This is an optimization exercise on Yosys and OpenROAD, whose aim is small area, a short achievable clock period and few clock cycles per item, not a production implementation.
At most, simulation tests tie the RTL to the original design; equivalence was not proved.
No functional check of the RTL was part of runs 3 to 5, 8 and 9.
In every run shown here, the design's own scripts or RTL, not TritonCTS, make the clock network.
The flow treats the clock pin as an ideal source. Dropping or thinning the clock tree relies on that and would not hold on a real chip.
No activity file was given, so power comes from the tool's default toggle rates.

--- design/flow/config.mk ---
export PLATFORM = sky130hd
export DESIGN_NAME = AEC
export DESIGN_NICKNAME = AEC
export VERILOG_FILES = /design/flow/design.v
export SDC_FILE = /design/flow/constraint.sdc
export NUM_CORES = 4
export LEC_CHECK = 0
export CAP_MARGIN = 20
export CORE_MARGIN = 2
export CORE_UTILIZATION = 40
export SLEW_MARGIN = 20
--- design/flow/constraint.sdc ---
create_clock -name core_clock -period 10.0 [get_ports {clk}]
set_input_delay 2.0000 -clock core_clock [delete_from_list [all_inputs] [get_ports {clk}]]
set_output_delay 2.0000 -clock core_clock [all_outputs]
set_load 0.01 [all_outputs]
--- design/flow/design.v ---
module AEC(clk, rst, ascii_in, ready, valid, result);
input clk;
input rst;
input ready;
input [7:0] ascii_in;
output valid;
output [6:0] result;
localparam [3:0] OP_NOP  = 4'b0000;     
localparam [3:0] OP_EQ   = 4'b0010;
localparam [3:0] OP_LP   = 4'b0001;     
localparam [3:0] OP_LPT  = 4'b0011;     
localparam [3:0] OP_RP   = 4'b0100;
localparam [3:0] OP_MUL  = 4'b0110;
localparam [3:0] OP_ADD  = 4'b1000;
localparam [3:0] OP_SUB  = 4'b1001;
reg       c_dig;
reg [3:0] c_v;
wire is_eq  = ~c_dig & (c_v == OP_EQ);
wire is_lp  = ~c_dig & ~c_v[3] & c_v[0];
wire is_lpt = ~c_dig & ~c_v[3] & c_v[1] & c_v[0];
wire is_rp  = ~c_dig & (c_v == OP_RP);
wire is_as  = ~c_dig & c_v[3];
wire is_sub = ~c_dig & c_v[3] & c_v[0];
wire is_open = ~c_dig & ~c_v[3] & ~c_v[2] & (c_v[0] | ~c_v[1]);   
wire a_grp = ~ascii_in[6] & ~ascii_in[4];           
wire a_num = ~ascii_in[6] &  ascii_in[4] & ~(ascii_in[3] & ascii_in[2]);
wire a_eq  = ~ascii_in[6] &  ascii_in[4] &   ascii_in[3] & ascii_in[2];
wire a_dig = ascii_in[6] | a_num;
wire [3:0] a_val = ascii_in[6] ? ascii_in[3:0] + 4'd9 : ascii_in[3:0];
reg  [3:0] a_op;
always @* begin
    case (ascii_in[2:0])
        3'b000:  a_op = is_open ? OP_LPT : OP_LP;
        3'b001:  a_op = OP_RP;
        3'b010:  a_op = OP_MUL;
        3'b011:  a_op = OP_ADD;
        default: a_op = OP_SUB;
    endcase
    if (!a_grp)
        a_op = a_eq ? OP_EQ : OP_NOP;
end
reg       out_v;
reg       clr;
always @(posedge clk) begin
    if (rst || is_eq || out_v) begin
        c_dig <= 1'b0;
        c_v   <= OP_NOP;
    end else begin
        c_dig <= a_dig;
        c_v   <= a_dig ? a_val : a_op;
    end
end
reg [6:0] S, M;
reg [6:0] mark;                  
reg [1:0] sp;                    
reg [6:0] DS0, DS1, DS2;         
reg [6:0] DK1, DK2;
reg [6:0] K;
wire [6:0] ctxK = (sp == 2'd1) ? 7'd1 : (sp == 2'd2) ? DK1 : DK2;
wire [6:0] ctxS = (sp == 2'd1) ? DS0 : (sp == 2'd2) ? DS1 : DS2;
wire [6:0] sum  = S + M;
wire [6:0] pp0 = c_v[0] ? M : 7'd0;
wire [6:0] pp1 = c_v[1] ? {M[5:0], 1'b0} : 7'd0;
wire [6:0] pp2 = c_v[2] ? {M[4:0], 2'b0} : 7'd0;
wire [6:0] pp3 = c_v[3] ? {M[3:0], 3'b0} : 7'd0;
wire [6:0] prod = (pp0 + pp1) + (pp2 + pp3);
wire push = is_lp & ~is_lpt;
wire pop  = is_rp & ~mark[0];
always @(posedge clk) begin
    if (clr) begin
        S <= 7'd0;
        M <= 7'd1;
        K <= 7'd1;
        sp <= 2'd0;
    end else begin
        if (c_dig)
            M <= prod;
        if (is_eq)
            S <= sum;
        if (is_as) begin
            S <= sum;
            M <= is_sub ? -K : K;
        end
        if (push) begin
            S <= 7'd0;
            K <= M;
            sp <= sp + 2'd1;
        end
        if (is_rp) begin
            S <= pop ? ctxS : 7'd0;
            M <= sum;
        end
        if (pop) begin
            sp <= sp - 2'd1;
            K <= ctxK;
        end
    end
end
always @(posedge clk) begin
    if (is_lp)
        mark <= {mark[5:0], is_lpt};
    else if (is_rp)
        mark <= {1'b0, mark[6:1]};
end
always @(posedge clk) begin
    if (push) begin
        if (sp == 2'd0) DS0 <= S;
        if (sp == 2'd1) begin DS1 <= S; DK1 <= K; end
        if (sp == 2'd2) begin DS2 <= S; DK2 <= K; end
    end
end
always @(posedge clk) begin
    out_v <= is_eq & ~rst;
    clr <= is_eq | rst;
end
assign valid = out_v;
assign result = S;
endmodule
--- design/flow/flow/run.sh ---
#!/bin/bash
# Standard ORFS layout, with:
#  - synthesis leaving adders to ABC (area script) instead of mapping them
#    onto the library's full/half-adder cells; same registers,
#  - ports buffered with buf_4 cells,
#  - a tighter setup target for repair_timing,
#  - the clock distributed by flow/cts_hook.tcl (one level of equal
#    buffers) instead of TritonCTS's two-level tree.
# Clock period and SDC are unchanged.
set -euo pipefail
bash standard.sh SETUP_SLACK_MARGIN=${MARGIN:-7.3} ADDER_MAP_FILE= ABC_AREA=1 RECOVER_POWER=100 \
  PRE_CTS_TCL=$PWD/flow/cts_hook.tcl \
  "BUFFER_PORTS_ARGS=-buffer_cell sky130_fd_sc_hd__buf_4" finish > std_flow.log 2>&1
--- design/flow/flow/cts_hook.tcl ---
# Clock distribution in place of TritonCTS's tree, sourced by ORFS's cts.tcl
# as its PRE_CTS_TCL hook. The design has well under a hundred flip-flops,
# for which the H-tree gives two buffer levels; here the clock port drives
# CLKBUF_COUNT buffers of one size directly, each driving one group of
# flip-flops (the sinks sorted by x and cut into groups of equal size), so
# every register sees one buffer of the same kind and a similar load. The
# rest of cts.tcl (placement legalisation, repair_timing) runs as usual.
set cb_count [expr {[info exists ::env(CLKBUF_COUNT)] ? $::env(CLKBUF_COUNT) : 3}]
set cb_cell [expr {[info exists ::env(CLKBUF_CELL)] ? $::env(CLKBUF_CELL) : "sky130_fd_sc_hd__clkbuf_16"}]

set cb_db [ord::get_db]
set cb_block [ord::get_db_block]
set cb_master [$cb_db findMaster $cb_cell]
set cb_port [get_full_name [lindex [get_property [lindex [all_clocks] 0] sources] 0]]
set cb_net [[$cb_block findBTerm $cb_port] getNet]

proc cb_x { it } { return [lindex [[$it getInst] getLocation] 0] }
set cb_sinks [lsort -command {apply {{a b} {expr {[cb_x $a] - [cb_x $b]}}}} [$cb_net getITerms]]
set cb_n [llength $cb_sinks]
puts "clock distribution: $cb_n sinks, $cb_count x $cb_cell"

for {set g 0} {$g < $cb_count} {incr g} {
  set net [odb::dbNet_create $cb_block clknet_g$g]
  $net setSigType CLOCK
  set inst [odb::dbInst_create $cb_block $cb_master clkbuf_g$g]
  set lo [expr {$g * $cb_n / $cb_count}]
  set hi [expr {($g + 1) * $cb_n / $cb_count}]
  set sx 0
  set sy 0
  for {set k $lo} {$k < $hi} {incr k} {
    set it [lindex $cb_sinks $k]
    set loc [[$it getInst] getLocation]
    set sx [expr {$sx + [lindex $loc 0]}]
    set sy [expr {$sy + [lindex $loc 1]}]
    $it disconnect
    $it connect $net
  }
  set cnt [expr {$hi - $lo}]
  $inst setLocation [expr {$sx / $cnt}] [expr {$sy / $cnt}]
  $inst setPlacementStatus PLACED
  [$inst findITerm A] connect $cb_net
  [$inst findITerm X] connect $net
  puts "  clkbuf_g$g drives $cnt sinks"
}

set_propagated_clock [all_clocks]

# cts.tcl calls clock_tree_synthesis next: the clock is already distributed.
rename clock_tree_synthesis orig_clock_tree_synthesis
proc clock_tree_synthesis { args } {
  puts "clock_tree_synthesis skipped: clock distributed by cts_hook.tcl"
}
--- design/flow/standard.sh ---
#!/bin/bash
# synth_recipe.tcl (not shown) runs the flow's synth.tcl, then flattens the netlist and writes it again
# the make line also repeats each setting of config.mk as NAME=value (left out here)
make -C /OpenROAD-flow-scripts/flow DESIGN_CONFIG=/design/flow/config.mk WORK_HOME=/design/flow/orfs CLKGATE_MAP_FILE= SYNTH_SCRIPT=/design/flow/synth_recipe.tcl "${@:-finish}"
==> results.toml, run 1 <==
[routing]
vias = 3196
wl_met2_um = 4330
top_layer = "met4"
wl_per_cell_um = 14.0
drcViolationCount = 0
firstDrtPassIters = 4
drt_iter0_drc = 219
wl_met1_um = 3960
post_drt_via_cell_ratio = 5.08
ant_nets = 0
wl_met3_um = 441
wirelength_um = 8780

[final_layout]
n_antenna_cell = 0
fin_nets = 513
fillCellCount = 960
area_delta_synth_final_pct = 7.38
drive_gt1_share_pct = 6.60
final_util_pct = 44.7

[worst_setup_path]
cp_max_fo = 13
worstSetupPathType = "reg2reg"
setup.worst_path.start_class = "flop"
critPathRequiredTime_ns = 9.81
cp-end-kind = "flop"
crit_arrival_ns = 3.09

[global_route]
gr-total-overflow = 0
grt_max_degree = 25
grt_use_total_pct = 16.9
grt_pass1_vias = 2973
grt_pass1_wl_um = 14400
antenna_found_initial = 0

[power_and_ir_drop]
ir_drop_uv = 112
combPwrFrac_pct = 23.9
finalPower_mw = 0.668
p_leak_nw = 1.79
power.switching_mw = 0.213
power_density_nw_per_um2 = 160
p_int_mw = 0.455
p_sw_share_pct = 31.8
power_frac_clock_pct = 19.0
sequentialPowerShare_pct = 57.2

[synth]
synth.distinct_cells = 45
synthArstFlopShare_pct = 0
synth-edff-count = 42
syn-cell-area_um2 = 3880
ys_warn_count = 1
ys_seq_elements = 72
ys.flop_type = "edfxtp_1"
yosysSeqAreaShare_pct = 47.9
postSynthCellCount = 494
syn-num-nets = 505
syn_avg_cell_area_um2 = 7.86

[timing]
hold_viol_final = 0
slew_viol_final = 0
fin_setup_tns_ns = 0
finalClockSkew_ns = 0.0115
setup_viol = 0
fin_crit_ns = 3.29
max_freq_mhz = 304
slew_headroom_pct = 7.27
fin_crit_sh_pct = 32.9
rsz0062_at_grt = "true"
hold_ws_ns = 0.497
worstMarginPinSlew_ns = 1.38

[floorplanning]
die-area_um2 = 10500
rows = 35
coreArea_um2 = 9330
pin_count = 19
initial_utilization_pct = 41.6
die_x_um = 103
die_h_um = 103

[status]
status = "timing/DRC/antenna clean"

[place]
finalWeightedCongestion = 0.845
port_buffers = 15
hpwl_um = 6400

[clock_network]
cts_hold_buf = 0
path_clk_slew_ns = 0.10
clk_latency_ns = 0.16

[worst_hold_path]
min_path_type = "reg2reg"

[run]
cap_violations = 0
[area by class of cell]
cell class | count | area (um2) | area share [%]
multi-input combinational | 345 | 1730 | 41.5
inverter | 61 | 230 | 5.52
sequential | 72 | 1860 | 44.6
timing repair buffer | 19 | 113 | 2.70
tap | 129 | 161 | 3.87
buffer | 3 | 75.1 | 1.80
[worst max-delay path, cell delays in order, from the launching register on]
cell      delay (ns)
dfxtp_1         0.63
nand2_1         0.33
nor2_1          0.22
inv_1           0.21
nor3_1          1.10
clkbuf_1        0.45
[sequential cells by signal (all words and copies together), names as in the netlist]
register,cells
c_v,4
DS1,7
DS2,7
clr,1
sp,2
out_v,1
mark,7
DK1,7
K,7
c_dig,1
M,7
DK2,7
DS0,7
S,7
[path summary, 6_finish.rpt]
check	from	to	slack, ns	depth (start not counted)
max	c_v[0]	DK1[5]	6.71	5
max reg2reg	c_v[0]	DK1[5]	6.71	5
min reg2reg	sp[0]	sp[0]	0.50	1
min	sp[0]	sp[0]	0.50	1
[what timing repair did]
action                     4_1_cts  5_1_grt
pin swaps                        2        5
resized for setup               11       18
setup endpoints to repair       17       21
buffers inserted                 0        2
[cells in the mapped netlist (all sizes together) (3+ instances only)]
cell type	n	area (um2)
edfxtp	42	1260
clkbuf	6	22.5
a31oi	3	18.8
buf	10	55.1
o21ai	40	200
nor2	32	138
or2	4	27.5
inv	60	225
a21oi	28	144
xor2	16	140
nand3	41	215
nor3	5	25.0
xnor2	4	35.0
nand2	145	557
dfxtp	30	601
o211ai	6	45.0
[power by group through the flow]
stage | registers, mW | logic (mW) | clock network, mW
after floorplan | 0.372 | 0.128 | 0
after global placement | 0.389 | 0.158 | 0
after detailed placement | 0.390 | 0.162 | 0
after CTS | 0.384 | 0.163 | 0.128
after global routing | 0.386 | 0.182 | 0.139
final | 0.382 | 0.159 | 0.127
[logic make-up (layout without fill, tap and decap cells)]
family | after synthesis | count (layout) | synth area share (%)
simple gates | 231 | 231 | 25.5
xor+xnor | 20 | 20 | 4.51
compound gates | 93 | 93 | 13.9
buf+inv | 77 | 83 | 7.89
flops | 72 | 72 | 47.9
mux | 1 | 1 | 0.258
[cells in the final DEF (no fill, tap or decap), types with 6 or more instances in the layout]
cell / netlist / routed
a21oi_1: 27 / 27
edfxtp_1: 42 / 42
buf_4: 2 / 7
nand2_1: 140 / 140
clkbuf_1: 6 / 10
nand3_1: 39 / 39
xor2_1: 16 / 16
dfxtp_1: 30 / 30
nor2_1: 29 / 27
inv_1: 58 / 57
o211ai_1: 6 / 6
o21ai_0: 37 / 37
[metal layers]
metal / vias to the layer above / track usage, %
met2: 60 / 31.3
met5: - / 0
met3: 4 / 1.36
li1: 1654 / -
met4: 0 / 1.13
met1: 1478 / 22.7
[per-stage QoR]
step,std cells,setup slack [ns],instance area (um2)
after floorplan,494,7.26,3910
after global placement,624,7.06,4110
after detailed placement,624,7.05,4110
after CTS,627,7.29,4210
after global routing,629,6.48,4170
final,629,6.71,4170
Testbench counts, summed over its fixed seeds: cycles 45,688, items 4,000.
==> inputs of run 2 (changes only) <==
--- a/design/flow/flow/run.sh
+++ b/design/flow/flow/run.sh
@@ -8,6 +8,6 @@
 #    buffers) instead of TritonCTS's two-level tree.
 # Clock period and SDC are unchanged.
 set -euo pipefail
-bash standard.sh SETUP_SLACK_MARGIN=${MARGIN:-7.3} ADDER_MAP_FILE= ABC_AREA=1 RECOVER_POWER=100 \
+bash standard.sh SETUP_SLACK_MARGIN=${MARGIN:-7.35} ADDER_MAP_FILE= ABC_AREA=1 \
   PRE_CTS_TCL=$PWD/flow/cts_hook.tcl \
   "BUFFER_PORTS_ARGS=-buffer_cell sky130_fd_sc_hd__buf_4" finish > std_flow.log 2>&1
==> run 2 against run 1 <==
Against the previous run: still clean on timing, DRC and antenna; design area up 5.7%; register-to-register slack improved by 0.94 ns; final cell count up 1.9%; via count is 1.9% higher; utilization grew 2.6 points; critical path type is now in2reg; largest cell class unchanged.
==> results.toml, run 2 <==
[timing]
max_freq_mhz = 375
slew_headroom_pct = 54.2
hold_ws_ns = 0.456
finalClockSkew_ns = 0.0130
fin_setup_tns_ns = 0
fin_crit_ns = 2.67
setup_viol = 0
worstMarginPinSlew_ns = 0.685
hold_viol_final = 0
slew_viol_final = 0
rsz0062_at_grt = "true"
fin_crit_sh_pct = 26.7
worst_slack_ns = 7.33

[place]
place_inst = 624
hpwl_um = 6400
placed_area_um2 = 4110
port_buffers = 15
pre_cts_ws_ns = 7.05
finalWeightedCongestion = 0.845

[synth]
synth-edff-count = 42
synth.distinct_cells = 45
yosysTopAreaCell = "edfxtp_1"
ys_warn_count = 1
syn_avg_cell_area_um2 = 7.86
synth.cells.most_frequent = "140 x nand2_1, 58 x inv_1, 42 x edfxtp_1, 39 x nand3_1, 37 x o21ai_0"
syn-cell-area_um2 = 3880
syn-num-nets = 505
yosysSeqAreaShare_pct = 47.9
postSynthCellCount = 494
synth.area.top_cells = "edfxtp_1 32%, dfxtp_1 15%, nand2_1 14%"
yosys.cell_count.top_type = "nand2_1"
ys_seq_elements = 72
ys.flop_type = "edfxtp_1"
synth_top_area_share_pct = 32.5
synthArstFlopShare_pct = 0

[power_and_ir_drop]
p_leak_nw = 1.92
finalPower_mw = 0.693
ir_drop_uv = 112
power_density_nw_per_um2 = 157

[global_route]
grt_pass1_vias = 2977
gr-usage-met1_pct = 22.7
grt_use_met2_pct = 31.3
grt_busiest_layer = "met2"
grt_util_met3_pct = 1.36
grt_max_degree = 25
grt_pass1_wl_um = 14500
antenna_found_initial = 0
grt_use_total_pct = 16.9
gr-total-overflow = 0

[final_layout]
final_cell_mix = "139 x nand2_1, 54 x inv_1, 42 x edfxtp_1, 39 x nand3_1, 36 x o21ai_0"
final_util_pct = 47.3
fin_area_um2 = 4410
fin_nets = 525
n_antenna_cell = 0
stdcell_count = 641
mostFrequentLayoutCell = "nand2_1"
area_delta_synth_final_pct = 13.5
fillCellCount = 918
drive_gt1_share_pct = 14.5

[worst_setup_path]
path_cells = "buf_6 > or2_4 > nor2_4 > inv_2 > nor2_4 > inv_2 > o32ai_1"
worstSetupPathType = "in2reg"
critPathRequiredTime_ns = 10.07
crit_arrival_ns = 2.73
cp_max_fo = 3
critPathSlowestCell = "or2_4"
cp-end-kind = "flop"
setup.worst_path.start_class = "primary input"
max_stage_delay_ns = 0.23

[floorplanning]
die_h_um = 103
die_x_um = 103
coreArea_um2 = 9330
initial_utilization_pct = 41.6
pin_count = 19
die-area_um2 = 10500
rows = 35

[clock_network]
clk_latency_ns = 0.16
cts_hold_buf = 0
path_clk_slew_ns = 0.09

[routing]
ant_nets = 0
wirelength_um = 8790
firstDrtPassIters = 4
wl_per_cell_um = 13.7
post_drt_via_cell_ratio = 5.08
drcViolationCount = 0
vias = 3257
drt_iter0_drc = 237

[status]
status = "timing/DRC/antenna clean"

[run]
cap_violations = 0

[worst_hold_path]
min_path_type = "reg2reg"
==> run 2: timing repair <==
item,CTS,global route
setup endpoints to repair,26,24
pin swaps,3,4
buffers inserted,1,13
gates resized for setup,19,17
==> run 2: final timing paths <==
path / from / cells past startpoint / end / slack, ns
worst max-delay path: rst / 7 / c_v[3] / 7.33
worst min-delay path: S[2] / 0 / DS2[2] / 0.46
worst max register to register: c_v[3] / 12 / M[5] / 7.65
worst min register to register: S[2] / 0 / DS2[2] / 0.46
==> run 2: layout make-up <==
cell class              instances  area [um2]  share of cell area, %
inverters                      61         233                   5.28
well taps                     129         161                   3.66
flip-flops and latches         72        1890                   42.8
plain buffers                   3        75.1                   1.70
multi-input cells             345        1770                   40.2
repair buffers                 31         279                   6.33
==> run 2: power by group <==
group	internal, mW	leakage (nW)	switching (mW)	total, mW
sequential	0.347	0.626	0.0343	0.381
clock	0.0551	0.0370	0.0716	0.127
combinational	0.0740	1.25	0.111	0.185
total	0.476	1.92	0.217	0.693
==> run 2: per-layer routing <==
metal / vias to the layer above / share of wire [%]
met1: 1512 / 45
met3: 6 / 4.5
met2: 60 / 49
met5: - / 0
met4: 0 / 0.67
li1: 1679 / -
==> run 2: cells by family after synthesis <==
family / after synthesis / synth area share (%)
AO/OA/AOI/OAI: 93 / 13.9
XOR/XNOR: 20 / 4.51
buffers and inverters: 77 / 7.89
multiplexers: 1 / 0.258
AND/OR/NAND/NOR: 231 / 25.5
flip-flops: 72 / 47.9
==> run 2: worst max-delay path, delay by kind of cell <==
family          cells  cell delay [ns]
buf+inv             3             0.21
simple gates        3             0.43
compound gates      1             0.09
==> inputs of run 3 (changes only) <==
--- a/design/flow/design.v
+++ b/design/flow/design.v
@@ -51,7 +51,7 @@
     end
 end
 reg [6:0] S, M;
-reg [6:0] mark;                  
+reg [5:0] mark;                  
 reg [1:0] sp;                    
 reg [6:0] DS0, DS1, DS2;         
 reg [6:0] DK1, DK2;
@@ -98,9 +98,9 @@
 end
 always @(posedge clk) begin
     if (is_lp)
-        mark <= {mark[5:0], is_lpt};
+        mark <= {mark[4:0], is_lpt};
     else if (is_rp)
-        mark <= {1'b0, mark[6:1]};
+        mark <= {1'b1, mark[5:1]};
 end
 always @(posedge clk) begin
     if (push) begin
--- a/design/flow/flow/run.sh
+++ b/design/flow/flow/run.sh
@@ -8,6 +8,6 @@
 #    buffers) instead of TritonCTS's two-level tree.
 # Clock period and SDC are unchanged.
 set -euo pipefail
-bash standard.sh SETUP_SLACK_MARGIN=${MARGIN:-7.35} ADDER_MAP_FILE= ABC_AREA=1 \
+bash standard.sh SETUP_SLACK_MARGIN=${MARGIN:-7.3} ADDER_MAP_FILE= ABC_AREA=1 \
   PRE_CTS_TCL=$PWD/flow/cts_hook.tcl \
   "BUFFER_PORTS_ARGS=-buffer_cell sky130_fd_sc_hd__buf_4" finish > std_flow.log 2>&1
==> run 3 against run 2 <==
Against the previous run: still clean on timing, DRC and antenna; global-route usage grew 0.14 points; final cell count shrank 1.1%; clock skew shrank 0.0034 ns; via count shrank 0.92%; critical path depth is the same; register-to-register slack lost 0.07 ns; wire length grew 1.1%; power grew 0.29%; critical path type unchanged.
==> results.toml, run 3 <==
[worst_setup_path]
cp_num_buf_inv = 3
cp-end-kind = "flop"
cp_max_fo = 3
worstReg2RegStart = "c_v[0]"
rr_endpoint = "DS1[6]"
reg2reg_slack_ns = 7.58
max_stage_delay_ns = 0.25
worstSetupPathType = "in2reg"
crit_family = "simple AND/OR/NAND/NOR gates"
setup.worst_path.start_class = "primary input"
path_cells = "buf_6 > or2_4 > nor2_4 > inv_2 > nor2_4 > inv_2 > o21ai_1"
crit_arrival_ns = 2.79
critPathSlowestCell = "or2_4"
worst_r2r_path_depth = 5
critPathRequiredTime_ns = 10.09

[final_layout]
final_util_pct = 45.2
n_antenna_cell = 0
mostFrequentLayoutCell = "nand2_1"
final_cell_mix = "119 x nand2_1, 57 x inv_1, 44 x nand3_1, 41 x edfxtp_1, 35 x o21ai_0"
drive_gt1_share_pct = 16.2
area_delta_synth_final_pct = 11.1
fin_nets = 514

[global_route]
grt_pass1_vias = 2960
grt_max_degree = 25
grt_use_total_pct = 17.1
antenna_found_initial = 0
grt_pass1_wl_um = 14700
gr-total-overflow = 0

[place]
hpwl_um = 6490
finalWeightedCongestion = 0.858
pre_cts_ws_ns = 7.06
port_buffers = 15

[timing]
max_freq_mhz = 371
rsz0062_at_grt = "true"
setup_viol = 0
slew_viol_final = 0
fin_crit_sh_pct = 26.9
finalClockSkew_ns = 0.00961
slew_headroom_pct = 57.8
worst_slack_ns = 7.31
hold_viol_final = 0
fin_setup_tns_ns = 0
worstMarginPinSlew_ns = 0.630
fin_crit_ns = 2.69

[synth]
ys.flop_type = "edfxtp_1"
synthArstFlopShare_pct = 0
ys_seq_elements = 71
synth.cells.most_frequent = "120 x nand2_1, 59 x inv_1, 44 x nand3_1, 41 x edfxtp_1, 36 x o21ai_0"
syn-cell-area_um2 = 3920
postSynthCellCount = 488
synth-edff-count = 41
yosys.cell_count.top_type = "nand2_1"
syn_avg_cell_area_um2 = 8.04
synth.distinct_cells = 46
synth_top_area_share_pct = 31.4
syn-num-nets = 499
yosysTopAreaCell = "edfxtp_1"
yosysSeqAreaShare_pct = 46.7
synth.area.top_cells = "edfxtp_1 31%, dfxtp_1 15%, nand2_1 11%"
ys_warn_count = 1

[floorplanning]
die_x_um = 103
coreArea_um2 = 9640
die-area_um2 = 10600
die_h_um = 103
initial_utilization_pct = 40.7
pin_count = 19
rows = 36

[routing]
post_drt_via_cell_ratio = 5.09
wl_per_cell_um = 14.0
ant_nets = 0
wirelength_um = 8880
drt_iter0_drc = 173
vias = 3227
drcViolationCount = 0
firstDrtPassIters = 5

[clock_network]
clk_latency_ns = 0.16
path_clk_slew_ns = 0.09

[worst_hold_path]
min_from = "S[4]"
min_path_type = "reg2reg"
worstHoldEndpoint = "DS2[4]"
holdPathStages = 0

[power_and_ir_drop]
ir_drop_uv = 90.2
finalPower_mw = 0.695
power_density_nw_per_um2 = 160
p_leak_nw = 1.88

[run]
cap_violations = 0

[status]
status = "timing/DRC/antenna clean"
[run 3: cell count changes in the layout (fill, tap and decap cells not counted), sizes merged, moves of 2 or more]
cell,before,now
inv,60,62
nand2,145,131
a21oi,28,31
nand3,41,47
buf,31,24
[run 3: cell families (layout without fill, tap and decap cells)]
family | after synthesis | in the layout | share of synthesized area, %
AO/OA/AOI/OAI | 98 | 98 | 15.0
XOR/XNOR | 22 | 22 | 4.91
buffers and inverters | 76 | 89 | 7.94
flip-flops | 71 | 71 | 46.7
multiplexers | 1 | 1 | 0.255
AND/OR/NAND/NOR | 220 | 220 | 25.2
[run 3: area by class of cell]
class,count,area [um2]
Buffer,3,75.1
Inverter,62,233
Sequential cell,71,1860
Tap cell,133,166
Multi-Input combinational cell,341,1830
Fill cell,979,5280
Timing Repair Buffer,24,195
[run 3: how the worst max path moves through the flow]
stage / start / depth (start not counted) / endpoint / slack [ns]
floorplan: rst / 6 / c_v[3] / 7.26
global placement: rst / 7 / c_v[3] / 7.06
detailed placement: rst / 7 / c_v[3] / 7.06
CTS: S[3] / 1 / result[3] / 7.27
global route: rst / 7 / c_v[0] / 7.23
finish: rst / 7 / c_v[0] / 7.31
[run 3: stage by stage]
| step | instance area, um2 | hold WS, ns | std cells |
|---|---|---|---|
| after floorplan | 3940 | 0.433 | 488 |
| after global placement | 4170 | 0.469 | 626 |
| after detailed placement | 4170 | 0.490 | 626 |
| after CTS | 4280 | 0.503 | 629 |
| after global routing | 4360 | 0.480 | 634 |
| final | 4360 | 0.472 | 634 |
[run 3: worst reg2reg max path, cell delays in order (launching register included)]
cell,delay [ns]
dfxtp_1,0.63
nand2_1,0.29
nor2_1,0.31
inv_1,0.27
nor3_4,0.34
buf_4,0.28
[run 3: power breakdown]
part | switching [mW] | leakage, nW | internal [mW]
clock network | 0.0728 | 0.0370 | 0.0551
logic | 0.116 | 1.22 | 0.0715
registers | 0.0369 | 0.614 | 0.342
[run 3: timing repair]
| item | 4_1_cts | 5_1_grt |
|---|---|---|
| endpoints found under the setup margin | 19 | 38 |
| pin swaps | 4 | 0 |
| hold buffers | 0 | 0 |
| buffers inserted | 0 | 5 |
| resized for setup | 17 | 11 |
[run 3: metal layers]
metal / track usage, % / vias to the layer above / routed length (um)
met4: 2.33 / 0 / 148
met1: 24.1 / 1509 / 4120
met2: 30.0 / 62 / 4290
met3: 0.746 / 9 / 326
met5: 0 / - / 0
li1: - / 1647 / -
==> inputs of run 4 (changes only) <==
--- a/design/flow/flow/run.sh
+++ b/design/flow/flow/run.sh
@@ -8,6 +8,6 @@
 #    buffers) instead of TritonCTS's two-level tree.
 # Clock period and SDC are unchanged.
 set -euo pipefail
-bash standard.sh SETUP_SLACK_MARGIN=${MARGIN:-7.3} ADDER_MAP_FILE= ABC_AREA=1 \
+bash standard.sh SETUP_SLACK_MARGIN=${MARGIN:-7.3} ADDER_MAP_FILE= ABC_AREA=1 CORE_UTILIZATION=65 PLACE_DENSITY=0.75 \
   PRE_CTS_TCL=$PWD/flow/cts_hook.tcl \
   "BUFFER_PORTS_ARGS=-buffer_cell sky130_fd_sc_hd__buf_4" finish > std_flow.log 2>&1
==> run 4 against run 3 <==
Against the previous run: still clean; combinational power hardly changed; via count increased by 1.2%; register-to-register slack got worse by 0.06 ns; critical endpoint is now result[2]; highest routed layer unchanged.
==> results.toml, run 4 <==
[global_route]
gr-total-overflow = 0
antenna_found_initial = 0
gr-usage-met1_pct = 35.7
grt_max_degree = 25
grt_busiest_layer = "met2"
grt_use_met2_pct = 47.3
grt_pass1_wl_um = 14000
grt_pass1_vias = 2877
grt_use_total_pct = 26.6
grt_util_met3_pct = 1.65

[routing]
drt_iter0_drc = 227
drcViolationCount = 0
firstDrtPassIters = 5
ant_nets = 0
vias = 3266
wl_per_cell_um = 14.9
wirelength_um = 8590
post_drt_via_cell_ratio = 5.66

[synth]
synth-edff-count = 41
syn-cell-area_um2 = 3920
ys.flop_type = "edfxtp_1"
postSynthCellCount = 488
synth.cells.most_frequent = "120 x nand2_1, 59 x inv_1, 44 x nand3_1, 41 x edfxtp_1, 36 x o21ai_0"
yosysTopAreaCell = "edfxtp_1"
synth.distinct_cells = 46
synth.area.top_cells = "edfxtp_1 31%, dfxtp_1 15%, nand2_1 11%"
ys_warn_count = 1
syn-num-nets = 499
syn_avg_cell_area_um2 = 8.04
ys_seq_elements = 71
synth_top_area_share_pct = 31.4
yosysSeqAreaShare_pct = 46.7
synthArstFlopShare_pct = 0
yosys.cell_count.top_type = "nand2_1"

[power_and_ir_drop]
power_density_nw_per_um2 = 162
p_leak_nw = 1.88
ir_drop_uv = 195

[place]
hpwl_um = 6210
pre_cts_ws_ns = 7.04
finalWeightedCongestion = 0.872
port_buffers = 15

[timing]
rsz0062_at_grt = "true"
slew_viol_final = 0
fin_crit_ns = 2.70
setup_viol = 0
hold_viol_final = 0
max_freq_mhz = 371
slew_headroom_pct = 58.0
worstMarginPinSlew_ns = 0.629
finalClockSkew_ns = 0.0104
fin_crit_sh_pct = 27.0
worst_slack_ns = 7.30
fin_setup_tns_ns = 0

[floorplanning]
rows = 28
coreArea_um2 = 5890
initial_utilization_pct = 66.6
die_x_um = 81.7
die_h_um = 81.7
pin_count = 19
die-area_um2 = 6670

[final_layout]
mostFrequentLayoutCell = "nand2_1"
drive_gt1_share_pct = 16.3
n_antenna_cell = 0
fillCellCount = 467
fin_nets = 515
area_delta_synth_final_pct = 9.09
final_util_pct = 72.7
final_cell_mix = "119 x nand2_1, 57 x inv_1, 44 x nand3_1, 41 x edfxtp_1, 34 x o21ai_0"

[clock_network]
path_clk_slew_ns = 0.10
cts_hold_buf = 0
clk_latency_ns = 0.16

[worst_setup_path]
critPathSlowestCell = "dfxtp_2"
crit_arrival_ns = 0.70
setup.worst_path.start_class = "flop"
max_stage_delay_ns = 0.40
crit_family = "flip-flops"
path_cells = "buf_4"
cp-end-kind = "output pin"
cp_max_fo = 7
worstSetupPathType = "reg2out"
critPathRequiredTime_ns = 8.00
cp_num_buf_inv = 1

[status]
status = "timing/DRC/antenna clean"

[run]
cap_violations = 0

[worst_hold_path]
min_path_type = "reg2reg"
[run 4: cell counts after synthesis]
No cell type changed its count.
[run 4: kinds of logic after synthesis]
logic type,Yosys count,share of synthesized area [%]
simple gates,220,25.2
flops,71,46.7
compound gates,98,15.0
xor+xnor,22,4.91
buf+inv,76,7.94
mux,1,0.255
[run 4: layer usage]
metal,vias up,part of all wire [%]
met1,1497,43
met3,11,5.4
met5,-,0
li1,1659,-
met4,0,1.8
met2,99,50
[run 4: final cells by class]
type | count | area (um2) | area share, %
Multi-Input combinational cell | 341 | 1830 | 42.7
Tap cell | 75 | 93.8 | 2.19
Inverter | 62 | 233 | 5.44
Buffer | 3 | 75.1 | 1.75
Sequential cell | 71 | 1860 | 43.4
Timing Repair Buffer | 25 | 191 | 4.47
[run 4: report_power, final]
group | switching, mW | total, mW | internal [mW]
combinational | 0.115 | 0.186 | 0.0711
sequential | 0.0358 | 0.378 | 0.342
clock | 0.0725 | 0.128 | 0.0551
[run 4: stage by stage]
step	hold WS [ns]	instances	total power, mW	cell area [um2]
after global routing	0.478	577	0.729	4280
after detailed placement	0.466	568	0.555	4100
after global placement	0.468	568	0.549	4100
after floorplan	0.433	488	0.503	3940
after CTS	0.500	572	0.681	4210
final	0.472	577	0.692	4280
[run 4: worst paths after layout]
path / from / depth (start not counted) / slack (ns) / end
hold reg to reg: S[5] / 0 / 0.47 / DS0[5]
hold / removal: S[5] / 0 / 0.47 / DS0[5]
setup / recovery: S[2] / 1 / 7.30 / result[2]
setup reg to reg: c_v[0] / 5 / 7.52 / DS2[0]
[run 4: what timing repair did]
action	in CTS	in global routing
pin swaps	4	0
hold endpoints to repair	0	0
gates resized for setup	16	9
endpoints found under the setup margin	12	23
cloned	0	0
buffers inserted	1	5
==> inputs of run 5 (changes only) <==
--- a/design/flow/flow/run.sh
+++ b/design/flow/flow/run.sh
@@ -8,6 +8,6 @@
 #    buffers) instead of TritonCTS's two-level tree.
 # Clock period and SDC are unchanged.
 set -euo pipefail
-bash standard.sh SETUP_SLACK_MARGIN=${MARGIN:-7.3} ADDER_MAP_FILE= ABC_AREA=1 CORE_UTILIZATION=65 PLACE_DENSITY=0.75 \
+bash standard.sh SETUP_SLACK_MARGIN=${MARGIN:-7.25} ADDER_MAP_FILE= ABC_AREA=1 \
   PRE_CTS_TCL=$PWD/flow/cts_hook.tcl \
   "BUFFER_PORTS_ARGS=-buffer_cell sky130_fd_sc_hd__buf_4" finish > std_flow.log 2>&1
==> run 5 against run 4 <==
Against the previous run: still clean on timing, DRC and antenna; critical path depth rose by 4; wire length rose by 2.7%; sequential share of layout area fell by 0.59 points; global-route usage fell by 9.6 points; design area rose by 0.76%; clock power barely moved; sequential power barely moved; flip-flop and latch count did not move; first-iteration DRC count fell by 19%; setup slack got worse by 0.053 ns; die area rose by 59%; area after synthesis did not move; largest power group unchanged.
==> results.toml, run 5 <==
[status]
status = "timing/DRC/antenna clean"

[synth]
synth.area.top_cells = "edfxtp_1 31%, dfxtp_1 15%, nand2_1 11%"
yosysSeqAreaShare_pct = 46.7
ys.flop_type = "edfxtp_1"
syn_avg_cell_area_um2 = 8.04
syn-cell-area_um2 = 3920
ys_seq_elements = 71
yosysTopAreaCell = "edfxtp_1"
synth.cells.most_frequent = "120 x nand2_1, 59 x inv_1, 44 x nand3_1, 41 x edfxtp_1, 36 x o21ai_0"
syn-num-nets = 499
ys_warn_count = 1
synth.distinct_cells = 46
postSynthCellCount = 488
synth-edff-count = 41
yosys.cell_count.top_type = "nand2_1"
synthArstFlopShare_pct = 0
synth_top_area_share_pct = 31.4

[final_layout]
multi_input_area_um2 = 1840
final_cell_mix = "120 x nand2_1, 57 x inv_1, 44 x nand3_1, 41 x edfxtp_1, 35 x o21ai_0"
n_antenna_cell = 0
fin_nets = 510
area_delta_synth_final_pct = 9.92
drive_gt1_share_pct = 15.5
fillCellCount = 987
regArea_um2 = 1850
fin_area_um2 = 4310
mostFrequentLayoutCell = "nand2_1"

[worst_setup_path]
worstSetupPathType = "in2reg"
crit_arrival_ns = 2.79
critPathRequiredTime_ns = 10.04
cp-end-kind = "flop"
setup.worst_path.start_class = "primary input"
worstSetupStartpoint = "ascii_in[2]"
worstReg2RegStart = "c_v[0]"
cp_max_fo = 6

[global_route]
grt_use_total_pct = 17.1
grt_max_degree = 25
antenna_found_initial = 0
grt_pass1_vias = 2952
grt_pass1_wl_um = 14700
gr-total-overflow = 0

[routing]
wirelength_um = 8820
wl_per_cell_um = 14.0
ant_nets = 0
wl_met3_um = 329
wl_met2_um = 4280
top_layer = "met4"
wl_met1_um = 4090
post_drt_via_cell_ratio = 5.08
drcViolationCount = 0
firstDrtPassIters = 4
vias = 3200
drt_iter0_drc = 185

[power_and_ir_drop]
p_leak_nw = 1.85
sequentialPowerShare_pct = 55.4
power_density_nw_per_um2 = 159
combPwrFrac_pct = 26.1
p_sw_share_pct = 32.5
power_frac_clock_pct = 18.5
p_int_mw = 0.463
ir_drop_uv = 88.6
power.switching_mw = 0.223

[floorplanning]
pin_count = 19
die_h_um = 103
coreArea_um2 = 9640
die-area_um2 = 10600
initial_utilization_pct = 40.7
rows = 36
die_x_um = 103

[place]
hpwl_um = 6490
finalWeightedCongestion = 0.858
placed_area_um2 = 4170
port_buffers = 15

[run]
cap_violations = 0

[timing]
slew_viol_final = 0
fin_crit_ns = 2.75
slew_headroom_pct = 57.1
setup_viol = 0
fin_setup_tns_ns = 0
fin_crit_sh_pct = 27.5
finalClockSkew_ns = 0.0106
hold_ws_ns = 0.512
worstMarginPinSlew_ns = 0.643
rsz0062_at_grt = "true"
max_freq_mhz = 364
hold_viol_final = 0

[clock_network]
clk_latency_ns = 0.16
path_clk_slew_ns = 0.09
cts_hold_buf = 0

[worst_hold_path]
min_from = "S[0]"
min_path_type = "reg2reg"
## run 5: cells by family (layout without fill, tap and decap cells)
family | after synthesis | in the layout | synth area share (%)
buffers and inverters | 76 | 85 | 7.94
multiplexers | 1 | 1 | 0.255
AND/OR/NAND/NOR | 220 | 220 | 25.2
XOR/XNOR | 22 | 22 | 4.91
AO/OA/AOI/OAI | 98 | 98 | 15.0
flip-flops | 71 | 71 | 46.7
## run 5: stage by stage
stage	power, mW	cells	worst slack (ns)	utilization (%)
floorplan	0.503	488	7.26	-
global placement	0.554	626	7.06	43.3
detailed placement	0.559	626	7.06	43.3
CTS	0.688	629	7.25	44.2
global route	0.730	630	7.23	44.7
finish	0.686	630	7.25	44.7
## run 5: power groups by stage
stage / Combinational, mW / Sequential (mW) / Clock, mW
finish: 0.179 / 0.380 / 0.127
global route: 0.203 / 0.385 / 0.142
CTS: 0.176 / 0.380 / 0.133
detailed placement: 0.174 / 0.385 / 0
global placement: 0.171 / 0.384 / 0
floorplan: 0.135 / 0.368 / 0
## run 5: cell type report
cell class	instances	area share [%]
Buffer	3	1.74
Inverter	62	5.40
Multi-Input combinational cell	341	42.6
Sequential cell	71	42.8
Tap cell	133	3.86
Timing Repair Buffer	20	3.57
## run 5: critical path: stages
cell and delay [ns]:
buf_4 0.08, inv_1 0.08, o21ai_0 0.29, xor2_1 0.23
o32ai_2 0.11
## run 5: worst paths after layout
| check | cells past startpoint | slack (ns) | endpoint |
|---|---|---|---|
| max reg2reg | 5 | 7.59 | DS1[4] |
| min reg2reg | 0 | 0.51 | DS1[0] |
| min | 0 | 0.51 | DS1[0] |
| max | 5 | 7.25 | c_v[3] |
## run 5: timing repair
item	in CTS	in global routing
pin swaps	1	3
endpoints found under the setup margin	9	27
buffers inserted	0	1
resized for setup	8	11
## run 5: metal layers
metal	up-vias	GRT usage [%]
li1	1644	-
met1	1493	24.0
met2	56	30.0
met3	7	0.746
met4	0	2.33
met5	-	0
==> inputs of run 6 (changes only) <==
--- a/design/flow/design.v
+++ b/design/flow/design.v
@@ -51,7 +51,7 @@
     end
 end
 reg [6:0] S, M;
-reg [5:0] mark;                  
+reg [6:0] mark;                  
 reg [1:0] sp;                    
 reg [6:0] DS0, DS1, DS2;         
 reg [6:0] DK1, DK2;
@@ -98,9 +98,9 @@
 end
 always @(posedge clk) begin
     if (is_lp)
-        mark <= {mark[4:0], is_lpt};
+        mark <= {mark[5:0], is_lpt};
     else if (is_rp)
-        mark <= {1'b1, mark[5:1]};
+        mark <= {1'b0, mark[6:1]};
 end
 always @(posedge clk) begin
     if (push) begin
==> run 6 against run 5 <==
Against the previous run: still clean on timing, DRC and antenna; combinational power fell by 7%; maximum frequency rose by 1.4%; wire length grew 0.23%; final cell count is 0.32% lower; largest power group unchanged.
==> results.toml, run 6 <==
[worst_setup_path]
critPathSlowestCell = "dfxtp_2"
cp_max_fo = 8
crit_arrival_ns = 0.71
cp_num_buf_inv = 1
critPathRequiredTime_ns = 8.00
crit_family = "flip-flops"
cp-end-kind = "output pin"
worstSetupPathType = "reg2out"
path_cells = "buf_4"
setup.worst_path.start_class = "flop"
max_stage_delay_ns = 0.41

[routing]
firstDrtPassIters = 4
ant_nets = 0
wirelength_um = 8840
drcViolationCount = 0
drt_iter0_drc = 192
wl_per_cell_um = 14.1
vias = 3224
post_drt_via_cell_ratio = 5.13

[final_layout]
final_util_pct = 45.5
mostFrequentLayoutCell = "nand2_1"
fin_nets = 512
final_cell_mix = "139 x nand2_1, 56 x inv_1, 42 x edfxtp_1, 39 x nand3_1, 35 x o21ai_0"
n_antenna_cell = 0
drive_gt1_share_pct = 11.6
area_delta_synth_final_pct = 9.31

[timing]
hold_viol_final = 0
fin_crit_ns = 2.71
hold_ws_ns = 0.480
worst_slack_ns = 7.29
fin_setup_tns_ns = 0
rsz0062_at_grt = "true"
setup_viol = 0
finalClockSkew_ns = 0.0207
slew_viol_final = 0
slew_headroom_pct = 54.0
max_freq_mhz = 369
worstMarginPinSlew_ns = 0.687
fin_crit_sh_pct = 27.1

[synth]
yosysSeqAreaShare_pct = 47.9
yosysTopAreaCell = "edfxtp_1"
synth.cells.most_frequent = "140 x nand2_1, 58 x inv_1, 42 x edfxtp_1, 39 x nand3_1, 37 x o21ai_0"
syn_avg_cell_area_um2 = 7.86
synth.distinct_cells = 45
synthArstFlopShare_pct = 0
synth-edff-count = 42
ys_warn_count = 1
yosys.cell_count.top_type = "nand2_1"
synth.area.top_cells = "edfxtp_1 32%, dfxtp_1 15%, nand2_1 14%"
ys.flop_type = "edfxtp_1"
ys_seq_elements = 72
syn-cell-area_um2 = 3880
syn-num-nets = 505
postSynthCellCount = 494
synth_top_area_share_pct = 32.5

[global_route]
grt_pass1_vias = 3032
grt_pass1_wl_um = 14800
antenna_found_initial = 0
grt_use_total_pct = 17.4
grt_max_degree = 25
gr-total-overflow = 0

[floorplanning]
coreArea_um2 = 9330
rows = 35
die_h_um = 103
pin_count = 19
initial_utilization_pct = 41.6
die-area_um2 = 10500
die_x_um = 103

[run]
cap_violations = 0

[place]
hpwl_um = 6480
port_buffers = 15
finalWeightedCongestion = 0.850
pre_cts_ws_ns = 7.06

[power_and_ir_drop]
ir_drop_uv = 118
finalPower_mw = 0.675
power_density_nw_per_um2 = 159
p_leak_nw = 1.84

[clock_network]
clk_latency_ns = 0.17
path_clk_slew_ns = 0.10
cts_hold_buf = 0

[status]
status = "timing/DRC/antenna clean"

[worst_hold_path]
min_path_type = "reg2reg"
run 6: cell count changes in the layout (fill, tap and decap cells not counted), sizes merged, moves of 2 or more:
cell,previous run,this run
buf,20,18
nand2,131,145
a21oi,31,28
nand3,47,41
inv,62,60
run 6: layout make-up:
class                           count  area (um2)
Buffer                              3        75.1
Fill cell                         921        5080
Inverter                           61         229
Multi-Input combinational cell    345        1770
Sequential cell                    72        1870
Tap cell                          129         161
Timing Repair Buffer               18         139
run 6: cells by family after synthesis:
group,Yosys count,synth area share [%]
AO/OA/AOI/OAI,93,13.9
XOR/XNOR,20,4.51
buffers and inverters,77,7.89
flip-flops,72,47.9
multiplexers,1,0.258
AND/OR/NAND/NOR,231,25.5
run 6: stage by stage:
step | instances | area, um2
6_report | 628 | 4250
3_3_place_gp | 624 | 4110
5_1_grt | 628 | 4250
2_1_floorplan | 494 | 3900
4_1_cts | 627 | 4200
3_5_place_dp | 624 | 4110
run 6: path summary, 6_finish.rpt:
| path | startpoint | endpoint | slack, ns | depth (start not counted) |
|---|---|---|---|---|
| setup / recovery | S[0] | result[0] | 7.29 | 1 |
| hold / removal | K[4] | DK2[4] | 0.48 | 0 |
| setup reg to reg | c_v[0] | DK1[5] | 7.56 | 5 |
| hold reg to reg | K[4] | DK2[4] | 0.48 | 0 |
run 6: power by group:
part           internal, mW  switching, mW
clock network        0.0550         0.0699
logic                0.0610          0.105
registers             0.346         0.0388
total                 0.462          0.213
run 6: per-layer routing:
layer  wire length [um]  GRT usage [%]  vias to the layer above
li1                   -              -                     1652
met1               4060           23.7                     1494
met2               4250           31.1                       69
met3                417           1.36                        9
met4                122           2.05                        0
met5                  0              0                        -
run 6: repair_timing:
item	in CTS	in global routing
setup endpoints to repair	8	14
pin swaps	1	3
gates resized for setup	7	10
setup buffers	0	1
hold endpoints to repair	0	0
Testbench counts of run 6, summed over its fixed seeds: cycles 45,688, items 4,000.
==> inputs of run 7 (changes only) <==
--- a/design/flow/flow/run.sh
+++ b/design/flow/flow/run.sh
@@ -8,6 +8,6 @@
 #    buffers) instead of TritonCTS's two-level tree.
 # Clock period and SDC are unchanged.
 set -euo pipefail
-bash standard.sh SETUP_SLACK_MARGIN=${MARGIN:-7.25} ADDER_MAP_FILE= ABC_AREA=1 \
+bash standard.sh SETUP_SLACK_MARGIN=${MARGIN:-7.2} ADDER_MAP_FILE= ABC_AREA=1 \
   PRE_CTS_TCL=$PWD/flow/cts_hook.tcl \
   "BUFFER_PORTS_ARGS=-buffer_cell sky130_fd_sc_hd__buf_4" finish > std_flow.log 2>&1
==> run 7 against run 6 <==
Against the previous run: critical endpoint is now result[5]; still clean; largest power group unchanged; area after synthesis unchanged; maximum frequency decreased by 1.7%; combinational power about the same; utilization decreased by 0.16 points.
==> results.toml, run 7 <==
[timing]
fin_setup_tns_ns = 0
fin_crit_ns = 2.76
rsz0062_at_grt = "true"
hold_viol_final = 0
max_freq_mhz = 363
finalClockSkew_ns = 0.0129
fin_crit_sh_pct = 27.6
slew_viol_final = 0
slew_headroom_pct = 26.4
setup_viol = 0
worstMarginPinSlew_ns = 1.10

[worst_setup_path]
setup.worst_path.start_class = "flop"
worst_r2r_path_depth = 8
crit_arrival_ns = 0.76
cp_num_buf_inv = 1
cp-end-kind = "output pin"
rr_endpoint = "S[5]"
worstReg2RegStart = "sp[0]"
max_stage_delay_ns = 0.44
critPathRequiredTime_ns = 8.00
reg2reg_slack_ns = 7.56
critPathSlowestCell = "dfxtp_1"
crit_family = "flip-flops"
worstSetupPathType = "reg2out"
path_cells = "buf_4"
cp_max_fo = 6

[synth]
ys.flop_type = "edfxtp_1"
synth-edff-count = 42
synth_top_area_share_pct = 32.5
ys_warn_count = 1
postSynthCellCount = 494
synth.distinct_cells = 45
synthArstFlopShare_pct = 0
syn-num-nets = 505
yosysSeqAreaShare_pct = 47.9
synth.area.top_cells = "edfxtp_1 32%, dfxtp_1 15%, nand2_1 14%"
syn_avg_cell_area_um2 = 7.86
ys_seq_elements = 72
syn-cell-area_um2 = 3880
synth.cells.most_frequent = "140 x nand2_1, 58 x inv_1, 42 x edfxtp_1, 39 x nand3_1, 37 x o21ai_0"
yosysTopAreaCell = "edfxtp_1"
yosys.cell_count.top_type = "nand2_1"

[worst_hold_path]
min_from = "K[4]"
holdPathStages = 0
worstHoldEndpoint = "DK1[4]"
min_path_type = "reg2reg"

[global_route]
grt_pass1_wl_um = 14500
grt_use_total_pct = 17.1
antenna_found_initial = 0
grt_pass1_vias = 3013
grt_max_degree = 25
gr-total-overflow = 0

[final_layout]
mostFrequentLayoutCell = "nand2_1"
fin_nets = 512
drive_gt1_share_pct = 10.4
final_cell_mix = "140 x nand2_1, 57 x inv_1, 42 x edfxtp_1, 39 x nand3_1, 36 x o21ai_0"
area_delta_synth_final_pct = 8.92
final_util_pct = 45.4
n_antenna_cell = 0

[power_and_ir_drop]
finalPower_mw = 0.674
ir_drop_uv = 126
p_leak_nw = 1.83
power_density_nw_per_um2 = 159

[place]
finalWeightedCongestion = 0.870
port_buffers = 15
hpwl_um = 6440

[floorplanning]
pin_count = 19
initial_utilization_pct = 41.6
die_h_um = 103
coreArea_um2 = 9330
die_x_um = 103
die-area_um2 = 10500
rows = 35

[clock_network]
clk_latency_ns = 0.16
cts_hold_buf = 0
path_clk_slew_ns = 0.10

[routing]
drt_iter0_drc = 261
wirelength_um = 8760
ant_nets = 0
post_drt_via_cell_ratio = 5.11
wl_per_cell_um = 13.9
firstDrtPassIters = 4
vias = 3207
drcViolationCount = 0

[run]
cap_violations = 0

[status]
status = "timing/DRC/antenna clean"
==> run 7: cell counts after synthesis <==
No cell type changed its count.
==> run 7: metal layers <==
metal	global-route usage, %	up-vias	share of wire (%)
met4	1.54	0	0.90
met5	0	-	0
met2	31.5	71	50
li1	-	1648	-
met3	1.02	6	4.7
met1	22.9	1482	45
==> run 7: where the power goes <==
part           internal (mW)  total [mW]  switching, mW
Combinational         0.0605       0.164          0.103
Clock                 0.0551       0.127         0.0715
Sequential             0.345       0.384         0.0386
Total                  0.461       0.674          0.213
==> run 7: repair_timing <==
| item | CTS | global route |
|---|---|---|
| setup endpoints to repair | 3 | 16 |
| pin swaps | 0 | 1 |
| resized for setup | 2 | 9 |
| setup buffers | 0 | 1 |
==> run 7: final cells by class <==
cell class,instances,area (um2)
tap,129,161
multi-input combinational,345,1760
inverter,61,229
timing repair buffer,18,135
sequential,72,1870
buffer,3,75.1
fill,951,5100
==> run 7: cell families after synthesis <==
| family | count (synthesis) | share of synthesized area, % |
|---|---|---|
| buffers and inverters | 77 | 7.89 |
| AOI/OAI and AO/OA | 93 | 13.9 |
| xor gates and xnor gates | 20 | 4.51 |
| muxes | 1 | 0.258 |
| and+or+nand+nor | 231 | 25.5 |
| DFF | 72 | 47.9 |
==> run 7: how the worst max path moves through the flow <==
| stage | startpoint | endpoint | slack, ns | cells past startpoint |
|---|---|---|---|---|
| finish | S[5] | result[5] | 7.24 | 1 |
| CTS | rst | c_v[0] | 7.19 | 7 |
| global route | rst | c_v[0] | 7.19 | 7 |
| detailed placement | rst | c_v[0] | 7.00 | 7 |
| global placement | rst | c_v[0] | 7.03 | 7 |
| floorplan | rst | c_v[0] | 7.24 | 6 |
==> run 7: stage by stage <==
stage / setup WS [ns] / hold WS, ns / cells / area, um2
after CTS: 7.19 / 0.491 / 627 / 4190
after detailed placement: 7.00 / 0.466 / 624 / 4110
final: 7.24 / 0.495 / 628 / 4230
after global placement: 7.03 / 0.456 / 624 / 4110
after global routing: 7.19 / 0.503 / 628 / 4230
after floorplan: 7.24 / 0.444 / 494 / 3900
==> inputs of run 8 (changes only) <==
--- a/design/flow/design.v
+++ b/design/flow/design.v
@@ -51,7 +51,7 @@
     end
 end
 reg [6:0] S, M;
-reg [6:0] mark;                  
+reg [5:0] mark;                  
 reg [1:0] sp;                    
 reg [6:0] DS0, DS1, DS2;         
 reg [6:0] DK1, DK2;
@@ -98,9 +98,9 @@
 end
 always @(posedge clk) begin
     if (is_lp)
-        mark <= {mark[5:0], is_lpt};
+        mark <= {mark[4:0], is_lpt};
     else if (is_rp)
-        mark <= {1'b0, mark[6:1]};
+        mark <= {1'b1, mark[5:1]};
 end
 always @(posedge clk) begin
     if (push) begin
==> run 8 against run 7 <==
Against the previous run: via count decreased by 0.53%; area after synthesis rose by 1.0%; clock power barely moved; synthesized cell count is 1.2% lower; critical endpoint is now c_v[0].
==> results.toml, run 8 <==
[status]
status = "timing/DRC/antenna clean"

[timing]
worst_slack_ns = 7.22
max_freq_mhz = 360
hold_ws_ns = 0.511
rsz0062_at_grt = "true"
slew_viol_final = 0
slew_headroom_pct = 38.8
finalClockSkew_ns = 0.0113
hold_viol_final = 0
fin_crit_sh_pct = 27.8
setup_viol = 0
worstMarginPinSlew_ns = 0.915
fin_setup_tns_ns = 0
fin_crit_ns = 2.78

[place]
port_buffers = 15
pre_cts_ws_ns = 7.04
finalWeightedCongestion = 0.822
placed_area_um2 = 4170
hpwl_um = 6580
place_inst = 626

[final_layout]
fin_nets = 509
final_util_pct = 44.3
drive_gt1_share_pct = 13.9
n_antenna_cell = 0
mostFrequentLayoutCell = "nand2_1"
stdcell_count = 629
fillCellCount = 988
area_delta_synth_final_pct = 8.90
fin_area_um2 = 4270
final_cell_mix = "120 x nand2_1, 58 x inv_1, 44 x nand3_1, 41 x edfxtp_1, 36 x o21ai_0"

[worst_setup_path]
reg2reg_slack_ns = 7.33
crit_arrival_ns = 2.87
path_cells = "buf_4 > or2_4 > nor2_4 > inv_2 > nor2_2 > inv_1 > o21ai_0"
worstReg2RegStart = "c_v[0]"
cp_max_fo = 3
worstSetupPathType = "in2reg"
worst_r2r_path_depth = 5
setup.worst_path.start_class = "primary input"
rr_endpoint = "DS2[4]"
critPathRequiredTime_ns = 10.09
max_stage_delay_ns = 0.25
critPathSlowestCell = "or2_4"
cp-end-kind = "flop"

[synth]
yosys.cell_count.top_type = "nand2_1"
synthArstFlopShare_pct = 0
yosysTopAreaCell = "edfxtp_1"
ys.flop_type = "edfxtp_1"
synth.distinct_cells = 46
syn-num-nets = 499
ys_warn_count = 1
synth.cells.most_frequent = "120 x nand2_1, 59 x inv_1, 44 x nand3_1, 41 x edfxtp_1, 36 x o21ai_0"
syn_avg_cell_area_um2 = 8.04
synth_top_area_share_pct = 31.4
yosysSeqAreaShare_pct = 46.7
synth-edff-count = 41
synth.area.top_cells = "edfxtp_1 31%, dfxtp_1 15%, nand2_1 11%"
ys_seq_elements = 71
postSynthCellCount = 488
syn-cell-area_um2 = 3920

[global_route]
antenna_found_initial = 0
gr-total-overflow = 0
grt_use_total_pct = 17.7
grt_pass1_vias = 3027
grt_pass1_wl_um = 15200
grt_max_degree = 25

[clock_network]
post-cts-setup-buffer-count = 0
clk_latency_ns = 0.16
path_clk_slew_ns = 0.10
post_cts_resized = 3
cts_hold_buf = 0

[worst_hold_path]
worstHoldEndpoint = "sp[1]"
min_from = "clr"
holdPathStages = 1
min_path_type = "reg2reg"

[routing]
wl_per_cell_um = 14.2
drt_iter0_drc = 132
drcViolationCount = 0
ant_nets = 0
wirelength_um = 8950
vias = 3190
post_drt_via_cell_ratio = 5.07
firstDrtPassIters = 5

[floorplanning]
die_x_um = 103
coreArea_um2 = 9640
die_h_um = 103
initial_utilization_pct = 40.7
rows = 36
die-area_um2 = 10600
pin_count = 19

[power_and_ir_drop]
ir_drop_uv = 75.2
finalPower_mw = 0.685
power_density_nw_per_um2 = 160
p_leak_nw = 1.84

[run]
cap_violations = 0
run 8: cell types whose count changed after synthesis, sizes merged, moves of 2 or more:
cell,previous run,this run
a21oi,28,31
buf,10,6
clkbuf,6,8
inv,60,62
nand2,145,131
nand3,41,47
run 8: final cells by class:
class	instances	area, um2	share of cell area, %
multi-input cells	341	1820	42.5
flip-flops and latches	71	1840	43.0
plain buffers	3	75.1	1.76
repair buffers	19	143	3.34
inverters	62	233	5.45
well taps	133	166	3.90
run 8: cells by family (layout without fill, tap and decap cells):
kind of cell | after synthesis | count (layout) | share of synthesized area [%]
muxes | 1 | 1 | 0.255
and+or+nand+nor | 220 | 220 | 25.2
buffers and inverters | 76 | 84 | 7.94
xor gates and xnor gates | 22 | 22 | 4.91
DFF | 71 | 71 | 46.7
AOI/OAI and AO/OA | 98 | 98 | 15.0
run 8: routing by layer:
metal / vias up / wire, um / GRT usage (%)
li1: 1647 / - / -
met1: 1479 / 4240 / 24.9
met4: 0 / 76 / 1.32
met5: - / 0 / 0
met3: 5 / 262 / 0.746
met2: 59 / 4370 / 31.7
run 8: power breakdown:
| part | switching (mW) | internal, mW | total, mW |
|---|---|---|---|
| clock network | 0.0724 | 0.0551 | 0.128 |
| registers | 0.0388 | 0.341 | 0.380 |
| logic | 0.113 | 0.0649 | 0.178 |
run 8: how the worst max path moves through the flow:
stage / start / to / slack, ns / depth (start not counted)
after detailed placement: rst / c_v[0] / 7.04 / 7
after global placement: rst / c_v[0] / 7.03 / 7
final: rst / c_v[0] / 7.22 / 7
after global routing: rst / c_v[0] / 7.16 / 7
after floorplan: rst / c_v[0] / 7.24 / 6
after CTS: S[0] / result[0] / 7.21 / 1
run 8: critical path: cells and delay by family:
family	cells	cell delay [ns]
AND/OR/NAND/NOR	3	0.52
buffers and inverters	3	0.23
AO/OA/AOI/OAI	1	0.12
==> inputs of run 9 (changes only) <==
--- a/design/flow/design.v
+++ b/design/flow/design.v
@@ -40,7 +40,7 @@
         a_op = a_eq ? OP_EQ : OP_NOP;
 end
 reg       out_v;
-reg       clr;
+wire      clr = ~c_dig & (c_v == OP_NOP);
 always @(posedge clk) begin
     if (rst || is_eq || out_v) begin
         c_dig <= 1'b0;
@@ -111,7 +111,6 @@
 end
 always @(posedge clk) begin
     out_v <= is_eq & ~rst;
-    clr <= is_eq | rst;
 end
 assign valid = out_v;
 assign result = S;
--- a/design/flow/flow/run.sh
+++ b/design/flow/flow/run.sh
@@ -8,6 +8,6 @@
 #    buffers) instead of TritonCTS's two-level tree.
 # Clock period and SDC are unchanged.
 set -euo pipefail
-bash standard.sh SETUP_SLACK_MARGIN=${MARGIN:-7.2} ADDER_MAP_FILE= ABC_AREA=1 \
+bash standard.sh SETUP_SLACK_MARGIN=${MARGIN:-7.3} ADDER_MAP_FILE= ABC_AREA=1 \
   PRE_CTS_TCL=$PWD/flow/cts_hook.tcl \
   "BUFFER_PORTS_ARGS=-buffer_cell sky130_fd_sc_hd__buf_4" finish > std_flow.log 2>&1
==> run 9 against run 8 <==
Against the previous run: still clean on timing, DRC and antenna; wire length down 0.21%; final cell count down 1.9%; setup slack better by 0.078 ns; via count up 0.72%; flip-flop and latch count down 1; critical path depth down 6; clock power about the same; sequential power up 18%; largest cell class unchanged.
==> results.toml, run 9 <==
[global_route]
antenna_found_initial = 0
grt_pass1_vias = 3180
grt_pass1_wl_um = 15200
gr-total-overflow = 0
grt_use_total_pct = 18.1
grt_max_degree = 25

[power_and_ir_drop]
finalPower_mw = 0.924
power_density_nw_per_um2 = 217
ir_drop_uv = 93.6
p_leak_nw = 1.77

[synth]
ys_warn_count = 1
yosysTopAreaCell = "edfxtp_1"
synth-edff-count = 41
synth.area.top_cells = "edfxtp_1 32%, dfxtp_1 15%, nand2_1 12%"
syn-num-nets = 482
syn-cell-area_um2 = 3810
yosys.cell_count.top_type = "nand2_1"
syn_avg_cell_area_um2 = 8.08
synthArstFlopShare_pct = 0
ys.flop_type = "edfxtp_1"
synth.cells.most_frequent = "125 x nand2_1, 45 x inv_1, 41 x edfxtp_1, 41 x o21ai_0, 33 x a21oi_1"
yosysSeqAreaShare_pct = 47.6
ys_seq_elements = 70
postSynthCellCount = 471
synth.distinct_cells = 39
synth_top_area_share_pct = 32.3

[worst_setup_path]
setup.worst_path.start_class = "flop"
crit_arrival_ns = 0.70
critPathSlowestCell = "dfxtp_1"
cp_num_buf_inv = 1
cp-end-kind = "output pin"
critPathRequiredTime_ns = 8.00
crit_family = "flip-flops"
cp_max_fo = 2
max_stage_delay_ns = 0.40
worstSetupPathType = "reg2out"
path_cells = "buf_4"

[routing]
vias = 3213
firstDrtPassIters = 4
wirelength_um = 8930
drcViolationCount = 0
post_drt_via_cell_ratio = 5.21
drt_iter0_drc = 138
wl_per_cell_um = 14.5
ant_nets = 0

[timing]
fin_crit_sh_pct = 27.0
setup_viol = 0
finalClockSkew_ns = 0.00488
fin_crit_ns = 2.70
slew_headroom_pct = 57.4
max_freq_mhz = 370
worstMarginPinSlew_ns = 0.639
rsz0062_at_grt = "true"
slew_viol_final = 0
hold_viol_final = 0
fin_setup_tns_ns = 0
worst_slack_ns = 7.30

[clock_network]
clk_latency_ns = 0.16
path_clk_slew_ns = 0.09

[final_layout]
fillCellCount = 908
drive_gt1_share_pct = 14.8
n_antenna_cell = 0
stdcell_count = 617
mostFrequentLayoutCell = "nand2_1"
fin_nets = 501
area_delta_synth_final_pct = 11.9
final_cell_mix = "125 x nand2_1, 45 x inv_1, 41 x edfxtp_1, 40 x o21ai_0, 33 x a21oi_1"

[floorplanning]
coreArea_um2 = 9240
initial_utilization_pct = 41.2
die_x_um = 102
die_h_um = 102
rows = 35
pin_count = 19
die-area_um2 = 10300

[place]
finalWeightedCongestion = 0.831
pre_cts_ws_ns = 6.95
hpwl_um = 6570
port_buffers = 15
place_inst = 608

[status]
status = "timing/DRC/antenna clean"

[worst_hold_path]
min_path_type = "reg2reg"

[run]
cap_violations = 0
-- run 9: per-stage QoR --
| stage | utilization [%] | hold slack, ns | instance area, um2 |
|---|---|---|---|
| finish | 46.1 | 0.462 | 4260 |
| global route | 46.1 | 0.471 | 4260 |
| CTS | 45.2 | 0.507 | 4180 |
| detailed placement | 44.1 | 0.497 | 4070 |
| global placement | 44.0 | 0.486 | 4070 |
| floorplan | - | 0.464 | 3840 |
-- run 9: what timing repair did --
| action | 4_1_cts | 5_1_grt |
|---|---|---|
| setup buffers | 0 | 6 |
| pin swaps | 0 | 2 |
| endpoints found under the setup margin | 43 | 30 |
| resized for setup | 15 | 9 |
| hold buffers | 0 | 0 |
-- run 9: layer usage --
layer	share of wire [%]	wire, um	vias to the layer above	track usage [%]
li1	-	-	1639	-
met1	46	4080	1486	23.9
met2	48	4260	70	32.2
met3	3.9	349	18	1.45
met4	2.7	239	0	4.05
met5	0	0	-	0
-- run 9: kinds of logic after synthesis --
| family | Yosys count | share of synthesized area (%) |
|---|---|---|
| AND/OR/NAND/NOR | 210 | 24.8 |
| flip-flops | 70 | 47.6 |
| XOR/XNOR | 20 | 4.60 |
| AO/OA/AOI/OAI | 110 | 16.7 |
| buffers and inverters | 61 | 6.31 |
-- run 9: power breakdown --
part / leakage (nW) / internal (mW) / switching, mW
logic: 1.11 / 0.139 / 0.208
clock network: 0.0370 / 0.0551 / 0.0722
registers: 0.620 / 0.376 / 0.0745
-- run 9: cell type report --
type                       instances  area [um2]  area share (%)
inverter                          51         191            4.49
sequential                        70        1840            43.2
timing repair buffer              24         180            4.23
multi-input combinational        340        1810            42.5
buffer                             3        75.1            1.76
tap                              129         161            3.79
-- run 9: final timing paths --
path	cells after the start	start	endpoint	slack, ns
max reg2reg	7	c_v[0]	DS2[2]	7.51
max	1	out_v	valid	7.30
min	0	S[0]	DS2[0]	0.46
min reg2reg	0	S[0]	DS2[0]	0.46

-- afterwards: timing with drivers on the ports --
How much do the figures lean on ideal ports? The routed layouts below were timed once more, with nothing changed but the port constraints.
Step 1 sets driving cells, clkbuf_16 on the clock port and buf_2 on the other inputs (assumed; they add their load-dependent delay and slew).
Step 2, shift: input delay + t, output delay - t, t = (earliest + latest rising clock arrival at the registers) / 2. This alone moves slack from input paths to output paths.
Three values: ideal, step 1, step 2; two values: the first two.
run | t (ns) | slack for setup (ns) | worst slew at a driven data input, ns
run 1 | 0.216 | 6.714 / 6.714 / 6.714 | 0.04
run 2 | 0.215 | 7.331 / 7.300 / 7.144 | 0.05
run 3 | 0.220 | 7.305 / 7.260 / 7.119 | 0.04
run 4 | 0.218 | 7.304 / 7.241 / 7.139 | 0.04
run 5 | 0.217 | 7.252 / 7.233 / 7.072 | 0.04
run 6 | 0.220 | 7.290 / 7.225 / 7.108 | 0.04
run 7 | 0.219 | 7.244 / 7.180 / 7.094 | 0.03
run 8 | 0.221 | 7.218 / 7.180 / 7.039 | 0.03
run 9 | 0.216 | 7.296 / 7.234 / 7.166 | 0.03
After both steps every run listed still meets setup and hold. The setup slack of run 2, which loses most, moves by -0.031 ns with the drivers and by -0.187 ns with both steps.
